Source: an optimization exercise on an open RTL-to-GDS flow (aim: small area). Production flows keep margins and buffers that such runs may drop.
At most, simulation tests tie the RTL to the original design; equivalence was not proved.
No functional check of the RTL was part of runs 1 to 3.
Power and IR drop assume default switching activity.

`design/flow/config.mk`:
```
export PLATFORM = sky130hd
export DESIGN_NAME = traffic_light_top
export DESIGN_NICKNAME = traffic_light_top
export VERILOG_FILES = /design/flow/design.v
export SDC_FILE = /design/flow/constraint.sdc
export NUM_CORES = 4
export LEC_CHECK = 0
export CAP_MARGIN = 20
export CORE_MARGIN = 2
export CORE_UTILIZATION = 40
export CTS_BUF_LIST = sky130_fd_sc_hd__clkbuf_4
export SLEW_MARGIN = 20
```
`design/flow/constraint.sdc`:
```
create_clock -name core_clock -period 10.0 [get_ports {clk}]
set_input_delay 2.0000 -clock core_clock [delete_from_list [all_inputs] [get_ports {clk}]]
set_output_delay 2.0000 -clock core_clock [all_outputs]
set_load 0.01 [all_outputs]
```
`design/flow/design.v`:
```
package tl_pkg;
  localparam logic [1:0] M_GRN = 2'b00;
  localparam logic [1:0] M_YEL = 2'b01;
  localparam logic [1:0] M_RED = 2'b11;
  localparam logic [1:0] M_OVR = 2'b10;
  localparam logic [1:0] P_AS = 2'b00;
  localparam logic [1:0] P_AL = 2'b01;
  localparam logic [1:0] P_BS = 2'b10;
  localparam logic [1:0] P_BL = 2'b11;
  localparam logic [1:0] D_THR = 2'd0;  
  localparam logic [1:0] D_LT  = 2'd1;  
  localparam logic [1:0] D_YEL = 2'd2;  
  localparam logic [1:0] D_AR  = 2'd3;  
endpackage : tl_pkg
import tl_pkg::*;
module tl_timer #(
  parameter longint D_THR_CYC = 30000,
  parameter longint D_LT_CYC  = 10000,
  parameter longint D_YEL_CYC = 3000,
  parameter longint D_AR_CYC  = 1000
)(
  input  logic       clk,
  input  logic       rst_n,
  input  logic [1:0] cls,       
  output logic       expired
);
  if (D_THR_CYC == 30000 && D_LT_CYC == 10000 &&
      D_YEL_CYC == 3000  && D_AR_CYC == 1000) begin : g_lfsr
    localparam logic [14:0] T_END  = 15'h7bdb;
    localparam logic [14:0] L_THR  = 15'h3cf1;
    localparam logic [14:0] L_LT   = 15'h7df5;
    localparam logic [14:0] L_YEL  = 15'h64f1;
    localparam logic [14:0] L_AR   = 15'h1cf1;
    logic [14:0] cnt;
    logic [14:0] ld;
    always_comb begin
      case (cls)
        D_THR:   ld = L_THR;
        D_LT:    ld = L_LT;
        D_YEL:   ld = L_YEL;
        default: ld = L_AR;
      endcase
    end
    always_ff @(posedge clk or negedge rst_n) begin
      if (!rst_n)       cnt <= T_END;
      else if (expired) cnt <= ld;
      else              cnt <= {cnt[13:0], cnt[14] ^ cnt[10]};
    end
    assign expired = (cnt == T_END);
  end else begin : g_bin
    localparam longint MAXD = (D_THR_CYC > D_LT_CYC) ? D_THR_CYC : D_LT_CYC;
    localparam int W = $clog2(MAXD + 1);
    logic [W-1:0] cnt;
    logic [W-1:0] ld;
    always_comb begin
      case (cls)
        D_THR:   ld = W'(D_THR_CYC);
        D_LT:    ld = W'(D_LT_CYC);
        D_YEL:   ld = W'(D_YEL_CYC);
        default: ld = W'(D_AR_CYC);
      endcase
    end
    always_ff @(posedge clk or negedge rst_n) begin
      if (!rst_n)       cnt <= '0;
      else if (expired) cnt <= ld;
      else              cnt <= cnt - 1'b1;
    end
    assign expired = (cnt == '0);
  end
endmodule
module debounce_sync #(
  parameter int unsigned CYCLES = 20
)(
  input  logic clk, rst_n,
  input  logic din,          
  output logic dout,         
  output logic rise_nx       
);
  logic d1, d2;
  always_ff @(posedge clk or negedge rst_n) begin
    if (!rst_n) begin d1<=0; d2<=0; end
    else         begin d1<=din; d2<=d1; end
  end
  logic stable_state;
  logic differ, hit;
  assign differ = d2 ^ stable_state;
  if (CYCLES == 20) begin : g_lfsr
    localparam logic [4:0] CNT0 = 5'b00101;
    logic [4:0] cnt;
    always_ff @(posedge clk or negedge rst_n) begin
      if (!rst_n)              cnt <= CNT0;
      else if (differ && !hit) cnt <= {cnt[3:0], cnt[4] ^ cnt[1]};
      else                     cnt <= CNT0;
    end
    assign hit = !cnt[4] && !cnt[3] && !cnt[0];
  end else begin : g_bin
    logic [$clog2(CYCLES+1)-1:0] cnt;
    always_ff @(posedge clk or negedge rst_n) begin
      if (!rst_n)              cnt <= '0;
      else if (differ && !hit) cnt <= cnt + 1'b1;
      else                     cnt <= '0;
    end
    assign hit = (cnt >= CYCLES);
  end
  always_ff @(posedge clk or negedge rst_n) begin
    if (!rst_n)             stable_state <= 1'b0;
    else if (differ && hit) stable_state <= d2;
  end
  assign dout    = stable_state;
  assign rise_nx = differ && hit && d2;
endmodule
import tl_pkg::*;
module btn_interface #(
  parameter int unsigned F_CLK_HZ      = 50_000_000,
  parameter int unsigned T_DEBOUNCE_MS = 20
)(
  input  logic        clk,
  input  logic        rst_n,
  input  logic [11:0] btn_raw,
  input  logic        accept_jump,  
  output logic        jump_req,     
  output logic [1:0]  jump_phase    
);
  localparam int unsigned DEBOUNCE_CYC = (F_CLK_HZ / 1000) * T_DEBOUNCE_MS;
  logic [11:0] rise_nx;
  for (genvar i = 0; i < 12; i++) begin : g_db
    debounce_sync #(.CYCLES(DEBOUNCE_CYC)) u_db (
      .clk    (clk),
      .rst_n  (rst_n),
      .din    (btn_raw[i]),
      .dout   (),
      .rise_nx(rise_nx[i])
    );
  end
  function automatic logic [1:0] target(input int k);
    case (k)
      0, 2, 3, 5:  target = P_BS;
      1, 4:        target = P_BL;
      6, 8, 9, 11: target = P_AS;
      default:     target = P_AL;
    endcase
  endfunction
  logic [1:0] pick;
  always_comb begin
    pick = 2'b00;
    for (int k = 11; k >= 0; k--) if (rise_nx[k]) pick = target(k);
  end
  logic       ev_v;    
  logic       busy;
  logic [1:0] tgt;     
  logic       busy_nx;
  assign busy_nx = busy ? !accept_jump : ev_v;
  always_ff @(posedge clk or negedge rst_n) begin
    if (!rst_n) begin
      ev_v <= 1'b0;
      busy <= 1'b0;
      tgt  <= 2'b00;
    end else begin
      ev_v <= |rise_nx;
      busy <= busy_nx;
      if (!busy_nx) tgt <= pick;
    end
  end
  assign jump_req   = busy;
  assign jump_phase = tgt;
endmodule
import tl_pkg::*;
module tl_fsm #(
  parameter int unsigned F_CLK_HZ      = 50_000_000,
  parameter int unsigned T_GREEN_S_THR = 30,  
  parameter int unsigned T_GREEN_S_LT  = 10,  
  parameter int unsigned T_YELLOW_S    = 3,
  parameter int unsigned T_ALLRED_S    = 1
)(
  input  logic       clk,
  input  logic       rst_n,
  input  logic       jump_req,     
  input  logic [1:0] jump_phase,   
  output logic       accept_jump,  
  output logic [1:0] mode,
  output logic [1:0] phase
);
  logic       expired;
  logic [1:0] cls;
  tl_timer #(
    .D_THR_CYC(longint'(F_CLK_HZ) * T_GREEN_S_THR),
    .D_LT_CYC (longint'(F_CLK_HZ) * T_GREEN_S_LT),
    .D_YEL_CYC(longint'(F_CLK_HZ) * T_YELLOW_S),
    .D_AR_CYC (longint'(F_CLK_HZ) * T_ALLRED_S)
  ) u_tmr (
    .clk    (clk),
    .rst_n  (rst_n),
    .cls    (cls),
    .expired(expired)
  );
  logic [1:0] mode_nx, phase_nx;
  always_comb begin
    accept_jump = 1'b0;
    mode_nx     = M_GRN;
    phase_nx    = phase;
    cls         = D_YEL;
    case (mode)
      M_GRN: begin mode_nx = M_YEL; cls = D_YEL; end
      M_YEL: begin mode_nx = M_RED; cls = D_AR;  end
      M_RED: begin
        if (jump_req) begin
          accept_jump = expired;
          mode_nx     = M_OVR;
          phase_nx    = jump_phase;
          cls         = D_YEL;
        end else begin
          mode_nx     = M_GRN;
          phase_nx    = phase + 2'd1;
          cls         = phase[0] ? D_THR : D_LT;
        end
      end
      default: begin  
        mode_nx = M_GRN;
        cls     = phase[0] ? D_LT : D_THR;
      end
    endcase
  end
  always_ff @(posedge clk or negedge rst_n) begin
    if (!rst_n) begin
      mode  <= M_GRN;
      phase <= P_AS;
    end else if (expired) begin
      mode  <= mode_nx;
      phase <= phase_nx;
    end
  end
endmodule
import tl_pkg::*;
module light_mapper(
  input  logic [1:0] mode,
  input  logic [1:0] phase,
  output logic a_straight_r, a_straight_y, a_straight_g,
  output logic a_left_r,     a_left_y,     a_left_g,
  output logic a_p_r,        a_p_g,
  output logic b_straight_r, b_straight_y, b_straight_g,
  output logic b_left_r,     b_left_y,     b_left_g,
  output logic b_p_r,        b_p_g
);
  logic grn, yel, ovr;
  assign grn = (mode == M_GRN);
  assign yel = (mode == M_YEL);
  assign ovr = (mode == M_OVR);
  assign a_straight_g = grn && phase == P_AS;
  assign a_straight_y = (yel && phase == P_AS) || ovr;
  assign a_straight_r = !(a_straight_g || a_straight_y);
  assign a_left_g     = grn && phase == P_AL;
  assign a_left_y     = yel && phase == P_AL;
  assign a_left_r     = !(a_left_g || a_left_y);
  assign a_p_g        = a_straight_g;
  assign a_p_r        = !a_straight_g;
  assign b_straight_g = grn && phase == P_BS;
  assign b_straight_y = (yel && phase == P_BS) || ovr;
  assign b_straight_r = !(b_straight_g || b_straight_y);
  assign b_left_g     = grn && phase == P_BL;
  assign b_left_y     = yel && phase == P_BL;
  assign b_left_r     = !(b_left_g || b_left_y);
  assign b_p_g        = b_straight_g;
  assign b_p_r        = !b_straight_g;
endmodule
import tl_pkg::*;
module traffic_light_top #(
  parameter int unsigned F_CLK_HZ      = 1_000,
  parameter int unsigned T_GREEN_S_THR = 30,  
  parameter int unsigned T_GREEN_S_LT  = 10,  
  parameter int unsigned T_YELLOW_S    = 3,
  parameter int unsigned T_ALLRED_S    = 1,
  parameter int unsigned T_DEBOUNCE_MS = 20
)
(
  input  logic        clk,
  input  logic        rst_n,
  input  logic [11:0] btn_raw,
  output logic a_straight_r, a_straight_y, a_straight_g,
  output logic a_left_r,     a_left_y,     a_left_g,
  output logic a_p_r,        a_p_g,
  output logic b_straight_r, b_straight_y, b_straight_g,
  output logic b_left_r,     b_left_y,     b_left_g,
  output logic b_p_r,        b_p_g
);
  logic       jump_req;
  logic [1:0] jump_phase;
  logic       accept_jump;
  btn_interface #(
    .F_CLK_HZ(F_CLK_HZ),
    .T_DEBOUNCE_MS(T_DEBOUNCE_MS)
  ) u_btn_if (
    .clk         (clk),
    .rst_n       (rst_n),
    .btn_raw     (btn_raw),
    .accept_jump (accept_jump),
    .jump_req    (jump_req),
    .jump_phase  (jump_phase)
  );
  logic [1:0] mode, phase;
  tl_fsm #(
    .F_CLK_HZ      (F_CLK_HZ),
    .T_GREEN_S_THR (T_GREEN_S_THR),
    .T_GREEN_S_LT  (T_GREEN_S_LT),
    .T_YELLOW_S    (T_YELLOW_S),
    .T_ALLRED_S    (T_ALLRED_S)
  ) u_fsm (
    .clk         (clk),
    .rst_n       (rst_n),
    .jump_req    (jump_req),
    .jump_phase  (jump_phase),
    .accept_jump (accept_jump),
    .mode        (mode),
    .phase       (phase)
  );
  light_mapper u_map (
    .mode            (mode),
    .phase           (phase),
    .a_straight_r    (a_straight_r),
    .a_straight_y    (a_straight_y),
    .a_straight_g    (a_straight_g),
    .a_left_r        (a_left_r),
    .a_left_y        (a_left_y),
    .a_left_g        (a_left_g),
    .a_p_r           (a_p_r),
    .a_p_g           (a_p_g),
    .b_straight_r    (b_straight_r),
    .b_straight_y    (b_straight_y),
    .b_straight_g    (b_straight_g),
    .b_left_r        (b_left_r),
    .b_left_y        (b_left_y),
    .b_left_g        (b_left_g),
    .b_p_r           (b_p_r),
    .b_p_g           (b_p_g)
  );
endmodule
```
`design/flow/run.sh`:
```
#!/bin/bash
# synth_recipe.tcl (not shown) runs the flow's synth.tcl, then flattens the netlist and writes it again
# the make line also repeats each setting of config.mk as NAME=value (left out here)
make -C /OpenROAD-flow-scripts/flow DESIGN_CONFIG=/design/flow/config.mk WORK_HOME=/design/flow/orfs CLKGATE_MAP_FILE= SYNTH_SCRIPT=/design/flow/synth_recipe.tcl finish
```
==> results.py, run 1 <==
metrics = {
    "timing": {
        "finalHoldViolCount": 0,
        "fin_tns_setup_ns": 0,
        "fin_crit_sh": 0.410,
        "setup_viol": 0,
        "period_needed_ns": 4.10,
        "rsz0062_at_grt": "no",
        "fmax_ghz": 0.244,
        "max_slew_margin": 0.436,
        "worst_pin_slew_ns": 0.840,
        "whs_ns": 0.352,
        "fin_skew_ns": 0.0183,
        "drv_slew": 0,
    },
    "place": {
        "io_buffers": 29,
        "dpl_cell_area_sq_um": 5070,
        "gp_congestion": 0.809,
        "dp_hpwl_um": 4660,
    },
    "power": {
        "power.leakage_nw": 2.42,
        "combPwrFrac": 0.212,
        "power_frac_seq": 0.554,
        "p_int_w": 0.000948,
        "netSwitchingFraction": 0.285,
        "pwr-share-clk": 0.234,
        "ir_worst_vdd_v": 0.000124,
        "p_per_area_nw_per_um2": 249,
        "p_sw_w": 0.000377,
    },
    "floorplan": {
        "rows": 39,
        "die_x_um": 112,
        "die_y_um": 112,
        "fp.coreArea_sq_um": 11400,
        "pin_count": 30,
        "start_util": 0.409,
        "dieArea_sq_um": 12500,
    },
    "final_layout": {
        "final_area_sq_um": 5330,
        "final_common_cell": "dfrtp_1",
        "fin_util": 0.468,
        "drive_above_1_share": 0.197,
        "antenna_cells": 0,
        "syn2layout_area_growth_pct": 14.6,
        "fin_nets": 429,
        "final_cell_mix": "dfrtp_1 (83), and2_1 (52), dfstp_2 (36)",
    },
    "min_path": {
        "hold_class": "reg2reg",
        "min_from": "u_btn_if.g_db[10].u_db.d1",
        "whs_path_depth": 0,
    },
    "cts": {
        "cts_buffer_depth": 2,
        "cts.sinks": 119,
        "hold_buffers": 0,
        "cts.repair.resized": 0,
        "clk_pin_slew_worst_paths_ns": 0.10,
        "cts_max_level": 4,
        "cts_tree": "built",
        "cts_buffers": 17,
        "cts_setup_buffers": 0,
        "root_buffer": "clkbuf_4",
        "clock_latency_ns": 0.50,
    },
    "setup_path": {
        "crit_path_cell_trace": "inv_1, nor2_1, a21o_1, clkdlybuf4s50_1",
        "crit_cells": 4,
        "reg2reg_depth": 5,
        "critical_path.top_delay_family": "buffers and inverters",
        "critPathSlowestCell": "clkdlybuf4s50_1",
        "cp.buffers_inverters": 2,
        "startpoint": "u_fsm.mode[1]",
        "cp-end-kind": "primary output",
        "worstSetupStartpointType": "flop",
        "required_ns": 8.00,
        "slowest_delay_ns": 0.53,
        "arrival_ns": 2.10,
        "worst-path-max-fanout": 9,
        "rr_startpoint": "u_fsm.u_tmr.g_lfsr.cnt[6]",
        "worst-setup-path-type": "reg2out",
    },
    "yosys": {
        "synth_ff_type": "dfrtp_1",
        "yosysSeqAreaShare": 0.650,
        "synthArstFlopShare": 1.00,
        "syn_nets": 391,
        "syn-mean-instance-area_sq_um": 12.6,
        "yosys_warnings": 4,
        "synth_area_sq_um": 4650,
        "synth_cell_types": 34,
        "synth_edf_count": 0,
        "syn_inst": 370,
        "ys_ff_latch": 119,
    },
    "global_routing": {
        "grt_overflow": 0,
        "grt_max_degree": 64,
        "grt_pass1_wl_um": 12200,
        "grt_usage": 0.125,
        "antenna_found_initial": 0,
        "grt_pass1_vias": 2732,
    },
    "detailed_routing": {
        "viasPerCell": 4.71,
        "wl_um": 6840,
        "drcViolationCount": 0,
        "drtIter0Drc": 75,
        "wl_per_cell_um": 12.1,
        "route.vias.total": 2658,
        "drtAntennaViolNets": 0,
        "drtPass1Iterations": 4,
    },
    "outcome": {
        "status": "complete, no violations",
    },
    "job": {
        "maxCapViolations": 0,
    },
}
[Yosys cell counts, types with 2 or more instances]
master    number  area (sq um)
a21o_1         3          22.5
ha_1           7          87.6
inv_1         13          48.8
nand2b_1      12          75.1
nand4_1        2          12.5
o21ai_0       17          85.1
xor2_1        13           114
mux2_2        13           146
buf_4          3          22.5
nand3_1        2          10.0
nor2_1        19          71.3
nand3b_1       8          60.1
dfstp_2       36           946
and3b_1        2          17.5
mux2i_1        4          40.0
dfrtp_1       83          2080
and2_1        52           325
a32o_1         2          20.0
nor2b_1       17           106
nor3_1        25           125
nand2_1       14          52.6
a21oi_1        4          20.0
clkbuf_1       8          30.0
[area by class of cell]
cell class,instances,area (sq um)
Tap cell,143,179
Multi-Input combinational cell,227,1530
Timing Repair Buffer,30,295
Clock inverter,13,113
Sequential cell,119,3020
Clock buffer,19,143
Fill cell,1048,6040
Inverter,13,48.8
[state kept, by name (all words and copies together) (netlist names)]
signal / cells
u_btn_if.busy: 1
u_btn_if.ev_v: 1
u_btn_if.g_db.u_db.d1: 12
u_btn_if.g_db.u_db.d2: 12
u_btn_if.g_db.u_db.g_lfsr.cnt: 60
u_btn_if.g_db.u_db.stable_state: 12
u_btn_if.tgt: 2
u_fsm.mode: 2
u_fsm.phase: 2
u_fsm.u_tmr.g_lfsr.cnt: 15
[metal layers]
layer	global-route usage	wire [um]
met3	0.0474	257
met2	0.195	3360
met5	0	0
met4	0.0667	110
met1	0.152	3110
[logic make-up (layout without fill, tap and decap cells)]
group                      Yosys count  in the layout  share of synthesized area
xor gates and xnor gates            13             13                     0.0245
AOI/OAI and AO/OA                   32             32                     0.0458
adders and majority gates            7              7                     0.0188
DFF                                119            119                      0.650
muxes                               17             17                     0.0401
and+or+nand+nor                    158            158                      0.199
buffers and inverters               24             75                     0.0218
[path summary, 6_finish.rpt]
kind	to	slack, ns
worst min-delay path	u_btn_if.g_db[10].u_db.d2	0.35
max in group asynchronous	u_btn_if.g_db[11].u_db.g_lfsr.cnt[1]	7.25
worst max register to register	u_fsm.phase[0]	7.89
worst max-delay path	b_straight_y	5.90
min in group asynchronous	u_btn_if.g_db[1].u_db.g_lfsr.cnt[4]	1.56
worst min register to register	u_btn_if.g_db[10].u_db.d2	0.35
[stage by stage]
stage / cells / power [W] / worst slack (ns)
after floorplan: 370 / 0.000949 / 6.89
after global placement: 532 / 0.00101 / 6.50
after detailed placement: 532 / 0.00103 / 6.43
after CTS: 564 / 0.00135 / 5.84
after global routing: 564 / 0.00143 / 5.70
final: 564 / 0.00133 / 5.90
[power by group through the flow]
stage,combinational (W),clock [W],sequential [W]
2_1_floorplan,0.000231,0,0.000718
5_1_grt,0.000327,0.000349,0.000755
4_1_cts,0.000288,0.000327,0.000735
3_5_place_dp,0.000289,0,0.000741
3_3_place_gp,0.000275,0,0.000738
6_report,0.000281,0.000310,0.000734
==> inputs of run 2 (changes only) <==
--- a/design/flow/config.mk
+++ b/design/flow/config.mk
@@ -9,4 +9,6 @@
 export CORE_MARGIN = 2
 export CORE_UTILIZATION = 40
 export CTS_BUF_LIST = sky130_fd_sc_hd__clkbuf_4
+export CTS_CLUSTER_DIAMETER = 100
+export CTS_CLUSTER_SIZE = 30
 export SLEW_MARGIN = 20
==> run 2 against run 1 <==
Against the previous run:
- still clean on timing, DRC and antenna
- maximum frequency stayed put
- clock-buffer cell count stayed put
- sequential power hardly changed
- synthesized area stayed put
- combinational power hardly changed
==> results.py, run 2 <==
metrics = {
    "detailed_routing": {
        "wl_per_cell_um": 12.1,
        "route.vias.total": 2658,
        "wl_um": 6840,
        "drcViolationCount": 0,
        "drtPass1Iterations": 4,
        "drtIter0Drc": 75,
        "drtAntennaViolNets": 0,
        "viasPerCell": 4.71,
    },
    "job": {
        "maxCapViolations": 0,
    },
    "yosys": {
        "netlist.area_leader.share": 0.447,
        "syn-mean-instance-area_sq_um": 12.6,
        "synthArstFlopShare": 1.00,
        "ys_ff_latch": 119,
        "synth_commonest_cells": "dfrtp_1 (83), and2_1 (52), dfstp_2 (36)",
        "synth_top_cell_by_area": "dfrtp_1",
        "yosys_warnings": 4,
        "synth_edf_count": 0,
        "syn_inst": 370,
        "synth_cell_types": 34,
        "synth_area_sq_um": 4650,
        "synth_ff_type": "dfrtp_1",
        "synthTopCellsByArea": "dfrtp_1 (45%), dfstp_2 (20%), and2_1 (7.0%)",
        "syn_nets": 391,
        "synth.most_common_cell": "dfrtp_1",
        "yosysSeqAreaShare": 0.650,
    },
    "setup_path": {
        "arrival_ns": 2.10,
        "worst-path-max-fanout": 9,
        "worstSetupStartpointType": "flop",
        "required_ns": 8.00,
        "cp-end-kind": "primary output",
        "worst-setup-path-type": "reg2out",
    },
    "cts": {
        "cts_buffers": 17,
        "clock_latency_ns": 0.50,
        "cts.sinks": 119,
        "hold_buffers": 0,
        "cts_tree": "built",
        "cts_buffer_depth": 2,
        "cts_setup_buffers": 0,
        "cts_max_level": 4,
        "cts.repair.resized": 0,
        "clk_pin_slew_worst_paths_ns": 0.10,
        "root_buffer": "clkbuf_4",
    },
    "final_layout": {
        "fillers": 1048,
        "final_cells": 564,
        "drive_above_1_share": 0.197,
        "syn2layout_area_growth_pct": 14.6,
        "fin_nets": 429,
        "multi_input_area_sq_um": 1530,
        "top_register": "u_btn_if.g_db.u_db.g_lfsr.cnt",
        "fin_util": 0.468,
        "largest_reg_flops": 60,
        "final_cell_mix": "dfrtp_1 (83), and2_1 (52), dfstp_2 (36)",
        "final_common_cell": "dfrtp_1",
        "seq_area_sq_um": 3020,
        "top_regs": "u_btn_if.g_db.u_db.g_lfsr.cnt (60), u_fsm.u_tmr.g_lfsr.cnt (15)",
        "antenna_cells": 0,
    },
    "timing": {
        "fin_crit_sh": 0.410,
        "fin_tns_setup_ns": 0,
        "drv_slew": 0,
        "whs_ns": 0.352,
        "rsz0062_at_grt": "no",
        "fin_skew_ns": 0.0183,
        "worst_pin_slew_ns": 0.840,
        "setup_viol": 0,
        "period_needed_ns": 4.10,
        "fmax_ghz": 0.244,
        "max_slew_margin": 0.436,
        "finalHoldViolCount": 0,
    },
    "floorplan": {
        "dieArea_sq_um": 12500,
        "die_y_um": 112,
        "pin_count": 30,
        "rows": 39,
        "die_x_um": 112,
        "fp.coreArea_sq_um": 11400,
        "start_util": 0.409,
    },
    "power": {
        "ir_worst_vdd_v": 0.000124,
        "power.leakage_nw": 2.42,
        "p_total_w": 0.00133,
        "p_per_area_nw_per_um2": 249,
    },
    "place": {
        "gp_congestion": 0.809,
        "place_inst": 532,
        "dp_hpwl_um": 4660,
        "io_buffers": 29,
    },
    "global_routing": {
        "grt_overflow": 0,
        "grt_max_degree": 64,
        "grt_pass1_vias": 2732,
        "grt_pass1_wl_um": 12200,
        "antenna_found_initial": 0,
        "grt_usage": 0.125,
    },
    "outcome": {
        "status": "complete, no violations",
    },
    "min_path": {
        "hold_class": "reg2reg",
    },
}
==> run 2: final timing paths <==
path	startpoint	to	slack, ns	depth (start not counted)
max	u_fsm.mode[1]	b_straight_y	5.90	4
min	u_btn_if.g_db[10].u_db.d1	u_btn_if.g_db[10].u_db.d2	0.35	0
max reg2reg	u_fsm.u_tmr.g_lfsr.cnt[6]	u_fsm.phase[0]	7.89	5
min reg2reg	u_btn_if.g_db[10].u_db.d1	u_btn_if.g_db[10].u_db.d2	0.35	0
max in group asynchronous	rst_n	u_btn_if.g_db[11].u_db.g_lfsr.cnt[1]	7.25	2
min in group asynchronous	rst_n	u_btn_if.g_db[1].u_db.g_lfsr.cnt[4]	1.56	1
==> run 2: per-stage QoR <==
| step | cell area (sq um) | worst slack [ns] |
|---|---|---|
| floorplan | 4650 | 6.89 |
| global placement | 5070 | 6.50 |
| detailed placement | 5070 | 6.43 |
| CTS | 5330 | 5.84 |
| global route | 5330 | 5.70 |
| finish | 5330 | 5.90 |
==> run 2: worst max-delay path, stage by stage (launching register included) <==
cell and delay (ns):
dfrtp_1 0.52, inv_1 0.18, nor2_1 0.26, a21o_1 0.12, clkdlybuf4s50_1 0.53
==> run 2: per-layer routing <==
| metal | global-route usage | vias up | wire length, um |
|---|---|---|---|
| met5 | 0 | - | 0 |
| met4 | 0.0667 | 0 | 110 |
| met3 | 0.0474 | 10 | 257 |
| met2 | 0.195 | 31 | 3360 |
| met1 | 0.152 | 1313 | 3110 |
| li1 | - | 1304 | - |
==> run 2: cell type report <==
class,instances,share of cell area
Multi-Input combinational cell,227,0.286
Clock inverter,13,0.0211
Clock buffer,19,0.0268
Inverter,13,0.00916
Timing Repair Buffer,30,0.0554
Tap cell,143,0.0336
Sequential cell,119,0.568
==> run 2: logic make-up (layout without fill, tap and decap cells) <==
kind of cell             count (synthesis)  after routing  synth area share
XOR/XNOR                                13             13            0.0245
AO/OA/AOI/OAI                           32             32            0.0458
adder cells (fa/ha/maj)                  7              7            0.0188
buffers and inverters                   24             75            0.0218
multiplexers                            17             17            0.0401
AND/OR/NAND/NOR                        158            158             0.199
flip-flops                             119            119             0.650
==> run 2: power breakdown <==
group,internal (W),total (W),switching [W]
Clock,0.000148,0.000310,0.000162
Combinational,0.000152,0.000281,0.000129
Sequential,0.000648,0.000734,0.0000862
Total,0.000948,0.00133,0.000377
==> inputs of run 3 (changes only) <==
--- a/design/flow/config.mk
+++ b/design/flow/config.mk
@@ -8,7 +8,7 @@
 export CAP_MARGIN = 20
 export CORE_MARGIN = 2
 export CORE_UTILIZATION = 40
-export CTS_BUF_LIST = sky130_fd_sc_hd__clkbuf_4
-export CTS_CLUSTER_DIAMETER = 100
-export CTS_CLUSTER_SIZE = 30
+export CTS_BUF_LIST = sky130_fd_sc_hd__clkbuf_8
+export CTS_CLUSTER_DIAMETER = 150
+export CTS_CLUSTER_SIZE = 40
 export SLEW_MARGIN = 20
==> run 3 against run 2 <==
Against the previous run:
- critical endpoint unchanged
- total power up 8.5%
- first-iteration DRC count increased by 12%
- sequential cell count is the same
- critical path type unchanged
- largest power group unchanged
- hold slack worse by 0.0034 ns
- non-clock buffer count unchanged
- synthesized area unchanged
- via count grew 0.30%
- still clean
==> results.py, run 3 <==
metrics = {
    "outcome": {
        "status": "complete, no violations",
    },
    "setup_path": {
        "worst-setup-path-type": "reg2out",
        "worstSetupStartpointType": "flop",
        "startpoint": "u_fsm.mode[1]",
        "worst-path-max-fanout": 9,
        "rr_startpoint": "u_fsm.u_tmr.g_lfsr.cnt[6]",
        "arrival_ns": 2.02,
        "required_ns": 8.00,
        "cp-end-kind": "primary output",
    },
    "cts": {
        "cts_tree": "built",
        "cts_setup_buffers": 0,
        "cts_max_level": 4,
        "cts.sinks": 119,
        "cts_buffer_depth": 2,
        "cts.repair.resized": 0,
        "hold_buffers": 0,
        "root_buffer": "clkbuf_8",
        "clk_pin_slew_worst_paths_ns": 0.06,
        "cts_buffers": 17,
        "clock_latency_ns": 0.43,
    },
    "yosys": {
        "ys_ff_latch": 119,
        "syn_nets": 391,
        "yosysSeqAreaShare": 0.650,
        "syn-mean-instance-area_sq_um": 12.6,
        "syn_inst": 370,
        "synth_area_sq_um": 4650,
        "netlist.area_leader.share": 0.447,
        "synth.most_common_cell": "dfrtp_1",
        "synthTopCellsByArea": "dfrtp_1 (45%), dfstp_2 (20%), and2_1 (7.0%)",
        "synthArstFlopShare": 1.00,
        "synth_edf_count": 0,
        "yosys_warnings": 4,
        "synth_cell_types": 34,
        "synth_commonest_cells": "dfrtp_1 (83), and2_1 (52), dfstp_2 (36)",
        "synth_ff_type": "dfrtp_1",
        "synth_top_cell_by_area": "dfrtp_1",
    },
    "timing": {
        "fin_tns_setup_ns": 0,
        "worst_pin_slew_ns": 0.845,
        "fin_crit_sh": 0.402,
        "finalHoldViolCount": 0,
        "rsz0062_at_grt": "no",
        "period_needed_ns": 4.02,
        "max_slew_margin": 0.433,
        "drv_slew": 0,
        "setup_viol": 0,
        "fin_skew_ns": 0.0117,
        "whs_ns": 0.348,
        "fmax_ghz": 0.248,
    },
    "power": {
        "ir_worst_vdd_v": 0.000141,
        "p_per_area_nw_per_um2": 263,
        "power.leakage_nw": 2.49,
    },
    "final_layout": {
        "largest_reg_flops": 60,
        "fin_nets": 429,
        "drive_above_1_share": 0.202,
        "final_cell_mix": "dfrtp_1 (83), and2_1 (52), dfstp_2 (36)",
        "final_common_cell": "dfrtp_1",
        "seq_area_sq_um": 3020,
        "top_register": "u_btn_if.g_db.u_db.g_lfsr.cnt",
        "antenna_cells": 0,
        "fin_util": 0.481,
        "syn2layout_area_growth_pct": 17.5,
        "top_regs": "u_btn_if.g_db.u_db.g_lfsr.cnt (60), u_fsm.u_tmr.g_lfsr.cnt (15)",
        "fillers": 1032,
        "multi_input_area_sq_um": 1530,
    },
    "place": {
        "io_buffers": 29,
        "gp_congestion": 0.809,
        "dp_hpwl_um": 4660,
    },
    "detailed_routing": {
        "drcViolationCount": 0,
        "route.vias.total": 2666,
        "drtPass1Iterations": 4,
        "wl_um": 6910,
        "wl_per_cell_um": 12.3,
        "drtIter0Drc": 84,
        "viasPerCell": 4.73,
        "drtAntennaViolNets": 0,
    },
    "global_routing": {
        "antenna_found_initial": 0,
        "grt_pass1_wl_um": 12200,
        "grt_pass1_vias": 2739,
        "grt_usage": 0.126,
        "grt_max_degree": 64,
        "grt_overflow": 0,
    },
    "min_path": {
        "min_from": "u_btn_if.g_db[7].u_db.d1",
        "hold_class": "reg2reg",
    },
    "floorplan": {
        "die_x_um": 112,
        "dieArea_sq_um": 12500,
        "fp.coreArea_sq_um": 11400,
        "start_util": 0.409,
        "pin_count": 30,
        "die_y_um": 112,
        "rows": 39,
    },
    "job": {
        "maxCapViolations": 0,
    },
}
[run 3: cell counts after synthesis]
No cell type changed its count.
[run 3: path summary, 6_finish.rpt]
check                                                      end  slack, ns  cells after the start
max                                               b_straight_y       5.98                      4
min                                   u_btn_if.g_db[7].u_db.d2       0.35                      0
max reg2reg                                     u_fsm.phase[0]       7.89                      5
min reg2reg                           u_btn_if.g_db[7].u_db.d2       0.35                      0
max in group asynchronous  u_btn_if.g_db[11].u_db.stable_state       7.18                      2
min in group asynchronous  u_btn_if.g_db[1].u_db.g_lfsr.cnt[4]       1.64                      1
[run 3: layer usage]
metal / part of all wire / vias up / track usage / wire, um
met5: 0 / - / 0 / 0
met4: 0.019 / 0 / 0.0667 / 132
met3: 0.038 / 13 / 0.0474 / 263
met2: 0.49 / 31 / 0.196 / 3390
met1: 0.45 / 1322 / 0.152 / 3130
li1: - / 1300 / - / -
[run 3: power breakdown]
group	switching, W	internal (W)	leakage (nW)	total [W]
Sequential	0.0000864	0.000649	1.40	0.000736
Combinational	0.000129	0.000152	0.874	0.000281
Clock	0.000178	0.000243	0.214	0.000421
[run 3: worst max-delay path: stages (launching register included)]
cell             delay [ns]
dfrtp_1                0.51
inv_1                  0.17
nor2_1                 0.26
a21o_1                 0.12
clkdlybuf4s50_1        0.53
[run 3: through the flow]
| step | setup WS (ns) | instances | cell area, sq um | total power, W |
|---|---|---|---|---|
| 4_1_cts | 5.95 | 564 | 5470 | 0.00146 |
| 3_3_place_gp | 6.50 | 532 | 5070 | 0.00101 |
| 3_5_place_dp | 6.43 | 532 | 5070 | 0.00103 |
| 6_report | 5.98 | 564 | 5470 | 0.00144 |
| 2_1_floorplan | 6.89 | 370 | 4650 | 0.000949 |
| 5_1_grt | 5.82 | 564 | 5470 | 0.00154 |
[run 3: final cells by class]
cell class / count / area share
clock inverters: 11 / 0.0192
clock buffers: 21 / 0.0529
well taps: 143 / 0.0327
inverters: 13 / 0.00893
flip-flops and latches: 119 / 0.553
multi-input cells: 227 / 0.279
repair buffers: 30 / 0.0540
[run 3: kinds of logic (layout without fill, tap and decap cells)]
| group | after synthesis | after routing | share of synthesized area |
|---|---|---|---|
| fa+ha+maj | 7 | 7 | 0.0188 |
| compound gates | 32 | 32 | 0.0458 |
| buf+inv | 24 | 75 | 0.0218 |
| mux | 17 | 17 | 0.0401 |
| simple gates | 158 | 158 | 0.199 |
| xor+xnor | 13 | 13 | 0.0245 |
| flops | 119 | 119 | 0.650 |
==> inputs of run 4 (changes only) <==
--- a/design/flow/design.v
+++ b/design/flow/design.v
@@ -26,13 +26,14 @@
 );
   if (D_THR_CYC == 30000 && D_LT_CYC == 10000 &&
       D_YEL_CYC == 3000  && D_AR_CYC == 1000) begin : g_lfsr
-    localparam logic [14:0] T_END  = 15'h7bdb;
-    localparam logic [14:0] L_THR  = 15'h3cf1;
-    localparam logic [14:0] L_LT   = 15'h7df5;
-    localparam logic [14:0] L_YEL  = 15'h64f1;
-    localparam logic [14:0] L_AR   = 15'h1cf1;
-    logic [14:0] cnt;
-    logic [14:0] ld;
+    localparam logic [14:0] POL   = 15'h2aaa;
+    localparam logic [14:0] T_END = 15'h6f6e;
+    localparam logic [14:0] L_THR = 15'h73c7;  
+    localparam logic [14:0] L_LT  = 15'h77d5;  
+    localparam logic [14:0] L_YEL = 15'h13c5;  
+    localparam logic [14:0] L_AR  = 15'h73c6;  
+    logic [14:0] p, c, ld;
+    assign c = p ^ POL;
     always_comb begin
       case (cls)
         D_THR:   ld = L_THR;
@@ -42,11 +43,11 @@
       endcase
     end
     always_ff @(posedge clk or negedge rst_n) begin
-      if (!rst_n)       cnt <= T_END;
-      else if (expired) cnt <= ld;
-      else              cnt <= {cnt[13:0], cnt[14] ^ cnt[10]};
+      if (!rst_n)       p <= T_END ^ POL;
+      else if (expired) p <= ld ^ POL;
+      else              p <= {c[13:0], c[14] ^ c[10]} ^ POL;
     end
-    assign expired = (cnt == T_END);
+    assign expired = (c == T_END);
   end else begin : g_bin
     localparam longint MAXD = (D_THR_CYC > D_LT_CYC) ? D_THR_CYC : D_LT_CYC;
     localparam int W = $clog2(MAXD + 1);
@@ -84,15 +85,19 @@
   logic stable_state;
   logic differ, hit;
   assign differ = d2 ^ stable_state;
-  if (CYCLES == 20) begin : g_lfsr
-    localparam logic [4:0] CNT0 = 5'b00101;
-    logic [4:0] cnt;
+  if (CYCLES == 20) begin : g_sr
+    localparam logic [4:0] POL  = 5'd26;
+    localparam logic [4:0] CNT0 = 5'd26;
+    localparam logic [4:0] CEND = 5'd13;
+    localparam logic [4:0] MASK = 5'd22;
+    logic [4:0] p, c;
+    assign c = p ^ POL;
     always_ff @(posedge clk or negedge rst_n) begin
-      if (!rst_n)              cnt <= CNT0;
-      else if (differ && !hit) cnt <= {cnt[3:0], cnt[4] ^ cnt[1]};
-      else                     cnt <= CNT0;
+      if (!rst_n)      p <= CNT0 ^ POL;
+      else if (differ) p <= {c[3:0], !(c[4] ^ c[3])} ^ POL;
+      else             p <= CNT0 ^ POL;
     end
-    assign hit = !cnt[4] && !cnt[3] && !cnt[0];
+    assign hit = ((c & MASK) == (CEND & MASK));
   end else begin : g_bin
     logic [$clog2(CYCLES+1)-1:0] cnt;
     always_ff @(posedge clk or negedge rst_n) begin
==> design/flow/flow/run.sh (new file) <==
#!/bin/bash
export BUFFER_PORTS_ARGS="-buffer_cell sky130_fd_sc_hd__buf_1"
export CTS_ARGS="-sink_clustering_enable -repair_clock_nets -buf_list sky130_fd_sc_hd__clkbuf_4 -dont_use_dummy_load"
bash standard.sh > standard.log 2>&1
==> design/flow/standard.sh (new file) <==
#!/bin/bash
# synth_recipe.tcl (not shown) runs the flow's synth.tcl, then flattens the netlist and writes it again
# the make line also repeats each setting of config.mk as NAME=value (left out here)
make -C /OpenROAD-flow-scripts/flow DESIGN_CONFIG=/design/flow/config.mk WORK_HOME=/design/flow/orfs CLKGATE_MAP_FILE= SYNTH_SCRIPT=/design/flow/synth_recipe.tcl "${@:-finish}"
--- a/design/flow/config.mk
+++ b/design/flow/config.mk
@@ -8,7 +8,5 @@
 export CAP_MARGIN = 20
 export CORE_MARGIN = 2
 export CORE_UTILIZATION = 40
-export CTS_BUF_LIST = sky130_fd_sc_hd__clkbuf_8
-export CTS_CLUSTER_DIAMETER = 150
-export CTS_CLUSTER_SIZE = 40
+export CTS_BUF_LIST = sky130_fd_sc_hd__clkbuf_4
 export SLEW_MARGIN = 20
removed: design/flow/run.sh
==> run 4 against run 3 <==
Against the previous run:
- total power down 21%
- largest cell class unchanged
- cell count decreased by 9.9%
- die area is 8.0% lower
- critical path depth did not move
- via count is 12% lower
- still clean
- register-to-register slack improved by 0.09 ns
- clock-buffer cell count shrank 4
==> results.py, run 4 <==
metrics = {
    "floorplan": {
        "fp.coreArea_sq_um": 10300,
        "dieArea_sq_um": 11500,
        "pin_count": 30,
        "start_util": 0.413,
        "rows": 37,
        "die_x_um": 107,
        "die_y_um": 107,
    },
    "job": {
        "maxCapViolations": 0,
    },
    "yosys": {
        "yosys_warnings": 4,
        "syn_nets": 352,
        "yosysSeqAreaShare": 0.700,
        "synth_area_sq_um": 4270,
        "ys_ff_latch": 119,
        "synth_cell_types": 35,
        "synth.most_common_cell": "dfrtp_1",
        "netlist.area_leader.share": 0.663,
        "syn-mean-instance-area_sq_um": 12.9,
        "synth_top_cell_by_area": "dfrtp_1",
        "synthTopCellsByArea": "dfrtp_1 (66%), nor2_1 (5.0%), dfstp_2 (3.7%)",
        "synthArstFlopShare": 1.00,
        "synth_edf_count": 0,
        "syn_inst": 331,
        "synth_ff_type": "dfrtp_1",
        "synth_commonest_cells": "dfrtp_1 (113), nor2_1 (57), inv_1 (17)",
    },
    "setup_path": {
        "worst-setup-path-type": "reg2out",
        "worst-path-max-fanout": 9,
        "cp-end-kind": "primary output",
        "arrival_ns": 1.63,
        "required_ns": 8.00,
        "worstSetupStartpointType": "flop",
    },
    "place": {
        "io_buffers": 29,
        "pre_cts_ws_ns": 6.52,
        "dp_hpwl_um": 4090,
        "gp_congestion": 0.720,
    },
    "final_layout": {
        "fin_nets": 395,
        "antenna_cells": 0,
        "syn2layout_area_growth_pct": 9.09,
        "final_cell_mix": "dfrtp_1 (113), nor2_1 (57), buf_1 (28)",
        "top_regs": "u_btn_if.g_db.u_db.g_sr.p (60), u_fsm.u_tmr.g_lfsr.p (15)",
        "top_register": "u_btn_if.g_db.u_db.g_sr.p",
        "fillers": 963,
        "drive_above_1_share": 0.108,
        "largest_reg_flops": 60,
        "seq_area_sq_um": 2990,
        "multi_input_area_sq_um": 1190,
        "final_common_cell": "dfrtp_1",
    },
    "cts": {
        "cts_setup_buffers": 0,
        "root_buffer": "clkbuf_4",
        "cts_buffers": 17,
        "cts_buffer_depth": 2,
        "hold_buffers": 0,
        "cts.sinks": 119,
        "clk_pin_slew_worst_paths_ns": 0.12,
        "clock_latency_ns": 0.49,
        "cts_tree": "built",
        "cts.repair.resized": 0,
        "cts_max_level": 4,
    },
    "timing": {
        "drv_slew": 0,
        "fmax_ghz": 0.275,
        "setup_viol": 0,
        "fin_tns_setup_ns": 0,
        "max_slew_margin": 0.391,
        "rsz0062_at_grt": "no",
        "finalHoldViolCount": 0,
        "fin_crit_sh": 0.363,
        "period_needed_ns": 3.63,
        "worst_pin_slew_ns": 0.913,
        "fin_skew_ns": 0.0482,
        "setup_ws_ns": 6.37,
    },
    "detailed_routing": {
        "route.vias.total": 2351,
        "drcViolationCount": 0,
        "drtAntennaViolNets": 0,
        "wl_per_cell_um": 11.7,
        "viasPerCell": 4.63,
        "drtPass1Iterations": 4,
        "drtIter0Drc": 87,
        "wl_um": 5920,
    },
    "global_routing": {
        "grt_pass1_wl_um": 10400,
        "grt_overflow": 0,
        "grt_pass1_vias": 2342,
        "grt_usage": 0.118,
        "grt_max_degree": 80,
        "antenna_found_initial": 0,
    },
    "min_path": {
        "hold_class": "reg2reg",
    },
    "outcome": {
        "status": "complete, no violations",
    },
    "power": {
        "ir_worst_vdd_v": 0.000106,
        "power.leakage_nw": 2.19,
        "p_per_area_nw_per_um2": 243,
    },
}
==> run 4: changes by cell type in the layout (fill, tap and decap cells not counted), moves of 13 or more <==
cell and change:
clkbuf_8 -21, xnor2_1 +13, and2_1 -50, nor2_1 +38
dfrtp_1 +30, clkdlybuf4s50_1 -28, nor3_1 -22, dfstp_2 -30
clkbuf_4 +18, buf_1 +28
==> run 4: final timing paths <==
check                                                      from                              end  slack, ns  depth (start not counted)
worst min register to register  u_btn_if.g_db[2].u_db.g_sr.p[0]  u_btn_if.g_db[2].u_db.g_sr.p[1]       0.35                          1
max in group asynchronous                                 rst_n         u_btn_if.g_db[3].u_db.d2       7.12                          2
min in group asynchronous                                 rst_n         u_fsm.u_tmr.g_lfsr.p[12]       1.51                          1
worst min-delay path            u_btn_if.g_db[2].u_db.g_sr.p[0]  u_btn_if.g_db[2].u_db.g_sr.p[1]       0.35                          1
worst max register to register         u_fsm.u_tmr.g_lfsr.p[10]                  u_btn_if.tgt[0]       7.98                          5
worst max-delay path                              u_fsm.mode[1]                     a_straight_y       6.37                          4
==> run 4: power breakdown <==
part	total, W	switching [W]	internal, W
clock network	0.000213	0.000135	0.0000778
logic	0.000205	0.000103	0.000101
registers	0.000714	0.0000864	0.000628
total	0.00113	0.000325	0.000807
==> run 4: cell type report <==
class / count / share of cell area
inverter: 17 / 0.0137
timing repair buffer: 30 / 0.0258
multi-input combinational: 189 / 0.255
clock buffer: 17 / 0.0274
sequential: 119 / 0.642
tap: 136 / 0.0366
==> run 4: worst max-delay path, cell delays in order, from the launching register on <==
cell and delay, ns:
dfrtp_1 0.47, inv_1 0.16, nor2_1 0.29, a21o_1 0.13
buf_1 0.14
==> run 4: kinds of logic (layout without fill, tap and decap cells) <==
logic type	after synthesis	count (layout)	synth area share
flip-flops	119	119	0.700
XOR/XNOR	25	25	0.0513
AND/OR/NAND/NOR	121	121	0.138
multiplexers	14	14	0.0358
adder cells (fa/ha/maj)	7	7	0.0205
buffers and inverters	23	64	0.0220
AO/OA/AOI/OAI	22	22	0.0326
==> run 4: per-stage QoR <==
step / cell area (sq um) / hold slack (ns) / total power, W / cells / util
finish: 4650 / 0.348 / 0.00113 / 508 / 0.451
floorplan: 4270 / 0.331 / 0.000873 / 331 / -
CTS: 4650 / 0.351 / 0.00116 / 508 / 0.451
global placement: 4530 / 0.333 / 0.000922 / 491 / 0.438
global route: 4650 / 0.361 / 0.00122 / 508 / 0.451
detailed placement: 4530 / 0.335 / 0.000935 / 491 / 0.438
==> run 4: per-layer routing <==
metal | share of wire | GRT usage | wire length (um) | vias to the layer above
met5 | 0 | 0 | 0 | -
met4 | 0.013 | 0.0584 | 74 | 0
met3 | 0.044 | 0.0454 | 259 | 6
met2 | 0.44 | 0.169 | 2620 | 40
met1 | 0.50 | 0.158 | 2960 | 1145
li1 | - | - | - | 1160
==> inputs of run 5 (changes only) <==
--- a/design/flow/design.v
+++ b/design/flow/design.v
@@ -215,7 +215,7 @@
           cls         = D_YEL;
         end else begin
           mode_nx     = M_GRN;
-          phase_nx    = phase + 2'd1;
+          phase_nx    = {phase[0] ? !phase[1] : phase[1], !phase[0]};
           cls         = phase[0] ? D_THR : D_LT;
         end
       end
==> run 5 against run 4 <==
Against the previous run:
- still clean on timing, DRC and antenna
- core utilization shrank 0.15 points
- non-clock buffer count is the same
- cell area fell by 0.32%
- largest power group unchanged
- highest routed layer unchanged
==> results.py, run 5 <==
metrics = {
    "outcome": {
        "status": "complete, no violations",
    },
    "detailed_routing": {
        "drtAntennaViolNets": 0,
        "drcViolationCount": 0,
        "viasPerCell": 4.67,
        "wl_per_cell_um": 11.8,
        "drtPass1Iterations": 4,
        "wl_um": 6010,
        "drtIter0Drc": 77,
        "route.vias.total": 2387,
    },
    "floorplan": {
        "die_x_um": 107,
        "rows": 37,
        "start_util": 0.411,
        "pin_count": 30,
        "fp.coreArea_sq_um": 10300,
        "dieArea_sq_um": 11500,
        "die_y_um": 107,
    },
    "timing": {
        "rsz0062_at_grt": "no",
        "finalHoldViolCount": 0,
        "drv_slew": 0,
        "setup_viol": 0,
        "fin_crit_sh": 0.360,
        "fin_tns_setup_ns": 0,
        "fmax_ghz": 0.277,
        "worst_pin_slew_ns": 0.855,
        "period_needed_ns": 3.60,
        "max_slew_margin": 0.430,
        "setup_ws_ns": 6.40,
        "fin_skew_ns": 0.0416,
    },
    "power": {
        "power_frac_seq": 0.629,
        "combPwrFrac": 0.182,
        "power.leakage_nw": 2.13,
        "p_sw_w": 0.000329,
        "netSwitchingFraction": 0.289,
        "pwr-share-clk": 0.189,
        "ir_worst_vdd_v": 0.000119,
        "p_int_w": 0.000808,
        "p_per_area_nw_per_um2": 245,
    },
    "yosys": {
        "yosysSeqAreaShare": 0.703,
        "synth_commonest_cells": "dfrtp_1 (113), nor2_1 (63), inv_1 (17)",
        "syn_inst": 333,
        "synth_cell_types": 33,
        "syn_nets": 350,
        "synth_edf_count": 0,
        "synthArstFlopShare": 1.00,
        "synth.most_common_cell": "dfrtp_1",
        "syn-mean-instance-area_sq_um": 12.8,
        "synth_ff_type": "dfrtp_1",
        "netlist.area_leader.share": 0.666,
        "synth_top_cell_by_area": "dfrtp_1",
        "synthTopCellsByArea": "dfrtp_1 (67%), nor2_1 (5.6%), dfstp_2 (3.7%)",
        "yosys_warnings": 4,
        "ys_ff_latch": 119,
        "synth_area_sq_um": 4250,
    },
    "cts": {
        "cts_buffer_depth": 2,
        "cts_buffers": 17,
        "cts.sinks": 119,
        "cts.repair.resized": 0,
        "root_buffer": "clkbuf_4",
        "cts_tree": "built",
        "clock_latency_ns": 0.49,
        "cts_max_level": 4,
        "hold_buffers": 0,
        "clk_pin_slew_worst_paths_ns": 0.07,
        "cts_setup_buffers": 0,
    },
    "global_routing": {
        "grt_max_degree": 73,
        "antenna_found_initial": 0,
        "grt_pass1_wl_um": 10800,
        "grt_pass1_vias": 2386,
        "grt_overflow": 0,
        "grt_usage": 0.124,
    },
    "final_layout": {
        "final_common_cell": "dfrtp_1",
        "final_cell_mix": "dfrtp_1 (113), nor2_1 (63), buf_1 (28)",
        "drive_above_1_share": 0.112,
        "top_regs": "u_btn_if.g_db.u_db.g_sr.p (60), u_fsm.u_tmr.g_lfsr.p (15)",
        "syn2layout_area_growth_pct": 9.22,
        "final_area_sq_um": 4640,
        "largest_reg_flops": 60,
        "fin_util": 0.449,
        "top_register": "u_btn_if.g_db.u_db.g_sr.p",
        "fin_nets": 394,
        "antenna_cells": 0,
    },
    "setup_path": {
        "worst-setup-path-type": "reg2out",
        "worst-path-max-fanout": 8,
        "cp-end-kind": "primary output",
        "arrival_ns": 1.60,
        "cp.buffers_inverters": 2,
        "slowest_delay_ns": 0.43,
        "crit_path_cell_trace": "inv_1, nor2_1, a21oi_1, nor2_1, buf_1",
        "worstSetupStartpointType": "flop",
        "critPathSlowestCell": "dfrtp_1",
        "worst_path_most_repeated_cell": "nor2_1",
        "critical_path.top_delay_family": "flip-flops",
        "required_ns": 8.00,
    },
    "place": {
        "dpl_cell_area_sq_um": 4510,
        "gp_congestion": 0.756,
        "pre_cts_ws_ns": 6.51,
        "dp_hpwl_um": 4140,
        "io_buffers": 29,
    },
    "job": {
        "maxCapViolations": 0,
    },
    "min_path": {
        "hold_class": "reg2reg",
    },
}
-- run 5: cell families after synthesis --
logic type               Yosys count  share of synthesized area
adder cells (fa/ha/maj)            3                    0.00884
multiplexers                      12                     0.0312
AO/OA/AOI/OAI                     24                     0.0383
AND/OR/NAND/NOR                  128                      0.146
buffers and inverters             22                     0.0212
XOR/XNOR                          25                     0.0516
flip-flops                       119                      0.703
-- run 5: layer usage --
| metal | up-vias | global-route usage | part of all wire |
|---|---|---|---|
| met5 | - | 0 | 0 |
| met4 | 0 | 0.0501 | 0.0098 |
| met3 | 5 | 0.0559 | 0.046 |
| met2 | 45 | 0.187 | 0.46 |
| met1 | 1173 | 0.155 | 0.49 |
| li1 | 1164 | - | - |
-- run 5: metrics by stage --
stage	total power [W]	hold WS, ns	std cells
after floorplan	0.000872	0.331	333
after global placement	0.000919	0.334	494
after global routing	0.00122	0.358	511
after detailed placement	0.000936	0.339	494
after CTS	0.00116	0.354	511
final	0.00114	0.352	511
-- run 5: area by class of cell --
type	count	area, sq um
Timing Repair Buffer	30	120
Inverter	17	63.8
Fill cell	961	5690
Multi-Input combinational cell	192	1170
Tap cell	136	170
Sequential cell	119	2990
Clock buffer	17	128
-- run 5: power groups by stage --
stage,Combinational (W),Sequential (W),Clock (W)
final,0.000207,0.000715,0.000215
after global placement,0.000201,0.000719,0
after global routing,0.000240,0.000733,0.000249
after CTS,0.000213,0.000716,0.000227
after floorplan,0.000170,0.000702,0
after detailed placement,0.000213,0.000724,0
-- run 5: worst paths after layout --
path	to	slack, ns	cells past startpoint	start
setup / recovery	a_straight_y	6.40	5	u_fsm.mode[1]
hold / removal	u_btn_if.g_db[10].u_db.d2	0.35	0	u_btn_if.g_db[10].u_db.d1
setup reg to reg	u_btn_if.tgt[0]	7.95	4	u_fsm.u_tmr.g_lfsr.p[10]
hold reg to reg	u_btn_if.g_db[10].u_db.d2	0.35	0	u_btn_if.g_db[10].u_db.d1
max in group asynchronous	u_btn_if.g_db[7].u_db.g_sr.p[2]	7.09	2	rst_n
min in group asynchronous	u_fsm.u_tmr.g_lfsr.p[13]	1.53	1	rst_n
==> inputs of run 6 (changes only) <==
--- a/design/flow/config.mk
+++ b/design/flow/config.mk
@@ -7,6 +7,6 @@
 export LEC_CHECK = 0
 export CAP_MARGIN = 20
 export CORE_MARGIN = 2
-export CORE_UTILIZATION = 40
+export CORE_UTILIZATION = 60
 export CTS_BUF_LIST = sky130_fd_sc_hd__clkbuf_4
 export SLEW_MARGIN = 20
==> run 6 against run 5 <==
Against the previous run:
- clock skew hardly changed
- synthesized area unchanged
- total power rose by 0.90%
- synthesized cell count stayed put
- via count shrank 0.17%
==> results.py, run 6 <==
metrics = {
    "floorplan": {
        "pin_count": 30,
        "dieArea_sq_um": 7770,
        "die_y_um": 88.1,
        "start_util": 0.622,
        "fp.coreArea_sq_um": 6830,
        "die_x_um": 88.1,
        "rows": 30,
    },
    "detailed_routing": {
        "drcViolationCount": 0,
        "wl_per_cell_um": 13.6,
        "viasPerCell": 5.06,
        "wl_um": 6390,
        "route.vias.total": 2383,
        "drtPass1Iterations": 5,
        "drtAntennaViolNets": 0,
        "drtIter0Drc": 75,
    },
    "setup_path": {
        "worstSetupStartpointType": "flop",
        "required_ns": 8.00,
        "worst-path-max-fanout": 8,
        "worst-setup-path-type": "reg2out",
        "cp-end-kind": "primary output",
        "arrival_ns": 1.63,
    },
    "global_routing": {
        "grt_pass1_wl_um": 10900,
        "grt_max_degree": 63,
        "grt_overflow": 0,
        "antenna_found_initial": 0,
        "grt_pass1_vias": 2404,
        "grt_usage": 0.193,
    },
    "yosys": {
        "synth_ff_type": "dfrtp_1",
        "synthArstFlopShare": 1.00,
        "synth_commonest_cells": "dfrtp_1 (113), nor2_1 (63), inv_1 (17)",
        "netlist.area_leader.share": 0.666,
        "yosys_warnings": 4,
        "synth_edf_count": 0,
        "synth_cell_types": 33,
        "synthTopCellsByArea": "dfrtp_1 (67%), nor2_1 (5.6%), dfstp_2 (3.7%)",
        "syn-mean-instance-area_sq_um": 12.8,
        "syn_nets": 350,
        "ys_ff_latch": 119,
        "syn_inst": 333,
        "yosysSeqAreaShare": 0.703,
        "synth_area_sq_um": 4250,
        "synth.most_common_cell": "dfrtp_1",
        "synth_top_cell_by_area": "dfrtp_1",
    },
    "outcome": {
        "status": "complete, no violations",
    },
    "power": {
        "ir_worst_vdd_v": 0.000146,
        "combPwrFrac": 0.185,
        "p_int_w": 0.000807,
        "power_frac_seq": 0.626,
        "netSwitchingFraction": 0.296,
        "pwr-share-clk": 0.189,
        "p_per_area_nw_per_um2": 250,
        "p_sw_w": 0.000339,
        "power.leakage_nw": 2.13,
        "p_total_w": 0.00115,
    },
    "timing": {
        "fmax_ghz": 0.276,
        "finalHoldViolCount": 0,
        "fin_tns_setup_ns": 0,
        "fin_skew_ns": 0.0413,
        "setup_viol": 0,
        "fin_crit_sh": 0.363,
        "drv_slew": 0,
        "period_needed_ns": 3.63,
        "worst_pin_slew_ns": 0.760,
        "rsz0062_at_grt": "no",
        "max_slew_margin": 0.493,
    },
    "final_layout": {
        "fillers": 531,
        "antenna_cells": 0,
        "syn2layout_area_growth_pct": 8.04,
        "fin_nets": 394,
        "top_register": "u_btn_if.g_db.u_db.g_sr.p",
        "final_common_cell": "dfrtp_1",
        "largest_reg_flops": 60,
        "final_cell_mix": "dfrtp_1 (113), nor2_1 (63), buf_1 (28)",
        "top_regs": "u_btn_if.g_db.u_db.g_sr.p (60), u_fsm.u_tmr.g_lfsr.p (15)",
        "final_cells": 471,
        "drive_above_1_share": 0.112,
        "seq_area_sq_um": 2990,
        "multi_input_area_sq_um": 1170,
        "fin_util": 0.672,
        "final_area_sq_um": 4590,
    },
    "cts": {
        "clock_latency_ns": 0.49,
        "cts.sinks": 119,
        "hold_buffers": 0,
        "cts.repair.resized": 0,
        "clk_pin_slew_worst_paths_ns": 0.08,
        "root_buffer": "clkbuf_4",
        "cts_buffer_depth": 2,
        "cts_buffers": 17,
        "cts_setup_buffers": 0,
        "cts_tree": "built",
        "cts_max_level": 4,
    },
    "place": {
        "gp_congestion": 0.766,
        "io_buffers": 29,
        "dp_hpwl_um": 4390,
        "dpl_cell_area_sq_um": 4460,
        "place_inst": 454,
    },
    "job": {
        "maxCapViolations": 0,
    },
    "min_path": {
        "hold_class": "reg2reg",
    },
}
[run 6: cell counts in the layout (fill, tap and decap cells not counted)]
No cell type changed its count.
[run 6: cell families after synthesis]
logic type | after synthesis | synth area share
muxes | 12 | 0.0312
AOI/OAI and AO/OA | 24 | 0.0383
and+or+nand+nor | 128 | 0.146
DFF | 119 | 0.703
adders and majority gates | 3 | 0.00884
xor gates and xnor gates | 25 | 0.0516
buffers and inverters | 22 | 0.0212
[run 6: final cells by class]
type	instances	share of cell area
clock buffers	17	0.0278
inverters	17	0.0139
multi-input cells	192	0.255
flip-flops and latches	119	0.651
well taps	96	0.0262
repair buffers	30	0.0262
[run 6: worst paths after layout]
path                                                from                         endpoint  slack (ns)  cells after the start
worst max-delay path                       u_fsm.mode[1]                     b_straight_y        6.37                      5
worst min-delay path            u_btn_if.g_db[5].u_db.d1         u_btn_if.g_db[5].u_db.d2        0.35                      0
worst max register to register   u_fsm.u_tmr.g_lfsr.p[8]                   u_fsm.phase[0]        7.86                      5
worst min register to register  u_btn_if.g_db[5].u_db.d1         u_btn_if.g_db[5].u_db.d2        0.35                      0
max in group asynchronous                          rst_n  u_btn_if.g_db[5].u_db.g_sr.p[3]        7.12                      2
min in group asynchronous                          rst_n        u_btn_if.g_db[11].u_db.d1        1.60                      1
[run 6: layer usage]
metal,GRT usage,wire (um),vias up
met5,0,0,-
met4,0.0702,75,0
met3,0.0820,283,7
met2,0.288,3030,47
met1,0.257,3000,1166
li1,-,-,1163
[run 6: power by group through the flow]
stage	combinational [W]	clock, W	sequential [W]
final	0.000212	0.000217	0.000718
after global routing	0.000248	0.000248	0.000736
after CTS	0.000218	0.000227	0.000719
after detailed placement	0.000218	0	0.000725
after global placement	0.000205	0	0.000719
after floorplan	0.000170	0	0.000702
[run 6: worst max-delay path: stages, from the launching register on]
cell and delay, ns:
dfrtp_1 0.45, inv_1 0.17, nor2_1 0.21, a21oi_1 0.08, nor2_1 0.10, buf_1 0.15
[run 6: stage by stage]
stage / hold WS, ns / setup slack [ns]
after floorplan: 0.331 / 6.90
after global placement: 0.332 / 6.58
after detailed placement: 0.335 / 6.56
after CTS: 0.355 / 6.35
after global routing: 0.359 / 6.15
final: 0.351 / 6.37
==> inputs of run 7 (changes only) <==
--- a/design/flow/design.v
+++ b/design/flow/design.v
@@ -26,12 +26,12 @@
 );
   if (D_THR_CYC == 30000 && D_LT_CYC == 10000 &&
       D_YEL_CYC == 3000  && D_AR_CYC == 1000) begin : g_lfsr
-    localparam logic [14:0] POL   = 15'h2aaa;
-    localparam logic [14:0] T_END = 15'h6f6e;
-    localparam logic [14:0] L_THR = 15'h73c7;  
-    localparam logic [14:0] L_LT  = 15'h77d5;  
-    localparam logic [14:0] L_YEL = 15'h13c5;  
-    localparam logic [14:0] L_AR  = 15'h73c6;  
+    localparam logic [14:0] POL   = 15'h5555;
+    localparam logic [14:0] T_END = 15'h5edc;
+    localparam logic [14:0] L_THR = 15'h678f;  
+    localparam logic [14:0] L_LT  = 15'h6faa;  
+    localparam logic [14:0] L_YEL = 15'h278a;  
+    localparam logic [14:0] L_AR  = 15'h678d;  
     logic [14:0] p, c, ld;
     assign c = p ^ POL;
     always_comb begin
--- a/design/flow/config.mk
+++ b/design/flow/config.mk
@@ -7,6 +7,6 @@
 export LEC_CHECK = 0
 export CAP_MARGIN = 20
 export CORE_MARGIN = 2
-export CORE_UTILIZATION = 60
+export CORE_UTILIZATION = 40
 export CTS_BUF_LIST = sky130_fd_sc_hd__clkbuf_4
 export SLEW_MARGIN = 20
==> run 7 against run 6 <==
Against the previous run:
- sequential cell count is the same
- critical endpoint unchanged
- sequential share of layout area shrank 0.30 points
- largest power group unchanged
- largest cell class unchanged
- still clean on timing, DRC and antenna
- clock skew shrank 0.0037 ns
==> results.py, run 7 <==
metrics = {
    "yosys": {
        "syn_nets": 345,
        "synth_ff_type": "dfrtp_1",
        "synthArstFlopShare": 1.00,
        "synthTopCellsByArea": "dfrtp_1 (67%), nor2_1 (6.1%), dfstp_2 (3.7%)",
        "syn-mean-instance-area_sq_um": 12.9,
        "netlist.area_leader.share": 0.670,
        "yosysSeqAreaShare": 0.708,
        "synth_commonest_cells": "dfrtp_1 (113), nor2_1 (68), inv_1 (15), nand3_1 (15)",
        "synth_cell_types": 33,
        "yosys_warnings": 4,
        "synth_edf_count": 0,
        "syn_inst": 328,
        "synth.most_common_cell": "dfrtp_1",
        "ys_ff_latch": 119,
        "synth_top_cell_by_area": "dfrtp_1",
        "synth_area_sq_um": 4220,
    },
    "final_layout": {
        "largest_reg_flops": 60,
        "syn2layout_area_growth_pct": 9.29,
        "final_common_cell": "dfrtp_1",
        "fillers": 981,
        "multi_input_area_sq_um": 1150,
        "drive_above_1_share": 0.111,
        "top_register": "u_btn_if.g_db.u_db.g_sr.p",
        "final_cell_mix": "dfrtp_1 (113), nor2_1 (68), buf_1 (28)",
        "seq_area_sq_um": 2990,
        "antenna_cells": 0,
        "top_regs": "u_btn_if.g_db.u_db.g_sr.p (60), u_fsm.u_tmr.g_lfsr.p (15)",
        "final_area_sq_um": 4610,
        "fin_nets": 389,
    },
    "setup_path": {
        "worst-setup-path-type": "reg2out",
        "ff2ff_setup_slack_ns": 7.64,
        "cp-end-kind": "primary output",
        "required_ns": 8.00,
        "worstSetupStartpointType": "flop",
        "arrival_ns": 1.61,
        "worst-path-max-fanout": 8,
    },
    "cts": {
        "cts_buffers": 17,
        "hold_buffers": 0,
        "clk_pin_slew_worst_paths_ns": 0.08,
        "cts_tree": "built",
        "cts_setup_buffers": 0,
        "cts.sinks": 119,
        "cts.repair.resized": 0,
        "clock_latency_ns": 0.49,
        "cts_buffer_depth": 2,
        "cts_max_level": 4,
        "root_buffer": "clkbuf_4",
    },
    "timing": {
        "fmax_ghz": 0.277,
        "max_slew_margin": 0.472,
        "finalHoldViolCount": 0,
        "fin_crit_sh": 0.361,
        "fin_skew_ns": 0.0376,
        "drv_slew": 0,
        "worst_pin_slew_ns": 0.792,
        "setup_viol": 0,
        "fin_tns_setup_ns": 0,
        "rsz0062_at_grt": "no",
        "period_needed_ns": 3.61,
    },
    "detailed_routing": {
        "route.vias.total": 2333,
        "viasPerCell": 4.61,
        "wl_um": 5950,
        "drtAntennaViolNets": 0,
        "drtPass1Iterations": 4,
        "wl_per_cell_um": 11.8,
        "drcViolationCount": 0,
        "drtIter0Drc": 97,
    },
    "global_routing": {
        "grt_max_degree": 67,
        "antenna_found_initial": 0,
        "grt_usage": 0.124,
        "grt_overflow": 0,
        "grt_pass1_wl_um": 10800,
        "grt_pass1_vias": 2373,
    },
    "place": {
        "io_buffers": 29,
        "dpl_cell_area_sq_um": 4480,
        "gp_congestion": 0.689,
        "dp_hpwl_um": 4000,
    },
    "job": {
        "maxCapViolations": 0,
    },
    "floorplan": {
        "start_util": 0.410,
        "die_x_um": 107,
        "fp.coreArea_sq_um": 10300,
        "rows": 37,
        "die_y_um": 107,
        "dieArea_sq_um": 11400,
        "pin_count": 30,
    },
    "power": {
        "power.leakage_nw": 2.11,
        "ir_worst_vdd_v": 0.000129,
        "p_per_area_nw_per_um2": 248,
    },
    "outcome": {
        "status": "complete, no violations",
    },
    "min_path": {
        "hold_class": "reg2reg",
    },
}
run 7: final timing paths:
check,depth (start not counted),end,startpoint
hold / removal,0,u_btn_if.g_db[9].u_db.d2,u_btn_if.g_db[9].u_db.d1
hold reg to reg,0,u_btn_if.g_db[9].u_db.d2,u_btn_if.g_db[9].u_db.d1
setup / recovery,5,b_straight_y,u_fsm.mode[1]
min in group asynchronous,1,u_btn_if.g_db[10].u_db.g_sr.p[0],rst_n
setup reg to reg,4,u_fsm.phase[0],u_fsm.u_tmr.g_lfsr.p[0]
max in group asynchronous,2,u_btn_if.g_db[3].u_db.g_sr.p[3],rst_n
run 7: critical path, stage by stage, from the launching register on:
cell	delay, ns
dfrtp_1	0.44
inv_1	0.22
nor2_1	0.11
a21oi_1	0.19
nor2_1	0.06
buf_1	0.13
run 7: stage by stage:
step                      power (W)   util  std cells  hold slack (ns)  worst slack (ns)
after global placement     0.000927  0.436        489            0.333              6.55
final                       0.00114  0.449        506            0.339              6.39
after detailed placement   0.000941  0.436        489            0.335              6.53
after CTS                   0.00116  0.449        506            0.340              6.34
after global routing        0.00123  0.449        506            0.346              6.15
after floorplan            0.000876      -        328            0.331              6.91
run 7: where the power goes:
part | leakage, nW | switching (W) | internal (W)
Combinational | 0.558 | 0.000106 | 0.000105
Clock | 0.0782 | 0.000138 | 0.0000777
Sequential | 1.48 | 0.0000861 | 0.000628
Total | 2.11 | 0.000331 | 0.000811
run 7: area by class of cell:
type	instances	area share
clock buffer	17	0.0277
timing repair buffer	30	0.0261
inverter	15	0.0122
multi-input combinational	189	0.249
sequential	119	0.648
tap	136	0.0369
run 7: cell families after synthesis:
family / synth area share
compound gates: 0.0323
mux: 0.0344
fa+ha+maj: 0.00890
buf+inv: 0.0196
flops: 0.708
xor+xnor: 0.0519
simple gates: 0.145
run 7: layer usage:
| metal | part of all wire | vias up | wire, um | track usage |
|---|---|---|---|---|
| met5 | 0 | - | 0 | 0 |
| met2 | 0.43 | 45 | 2580 | 0.178 |
| met4 | 0.019 | 0 | 115 | 0.0612 |
| li1 | - | 1146 | - | - |
| met3 | 0.042 | 9 | 250 | 0.0492 |
| met1 | 0.51 | 1133 | 3010 | 0.164 |

-- afterwards: timing with drivers on the ports --
The flow's constraints put no driver on any port. The routed layouts listed below were extracted and timed again, unchanged, in two steps.
Step 1 assumes that a clkbuf_16 drives the clock port and a buf_2 every other input.
Step 2, shift: input delay + t, output delay - t, t = (earliest + latest rising clock arrival at the registers) / 2. This alone moves slack from input paths to output paths.
Three values: ideal, step 1, step 2; two values: the first two.
| run | shift t [ns] | slack for setup (ns) | worst setup path at the end | clock arrival spread, ns | worst slew at a driven data input, ns |
|---|---|---|---|---|---|
| run 1 | 0.522 | 5.899 / 5.869 / 6.391 | register to output | 0.019 / 0.019 | 0.03 |
| run 2 | 0.522 | 5.899 / 5.869 / 6.391 | register to output | 0.019 / 0.019 | 0.03 |
| run 3 | 0.453 | 5.975 / 5.942 / 6.395 | register to output | 0.012 / 0.012 | 0.03 |
| run 4 | 0.492 | 6.368 / 6.338 / 6.636 | input, reset recovery | 0.050 / 0.049 | 0.03 |
| run 5 | 0.497 | 6.396 / 6.366 / 6.601 | input, reset recovery | 0.046 / 0.046 | 0.04 |
| run 6 | 0.504 | 6.373 / 6.342 / 6.625 | input, reset recovery | 0.056 / 0.056 | 0.03 |
| run 7 | 0.501 | 6.393 / 6.363 / 6.606 | input, reset recovery | 0.038 / 0.038 | 0.03 |
After both steps setup and hold are still met in every run listed. The worst setup slack also covers recovery checks on asynchronous resets.
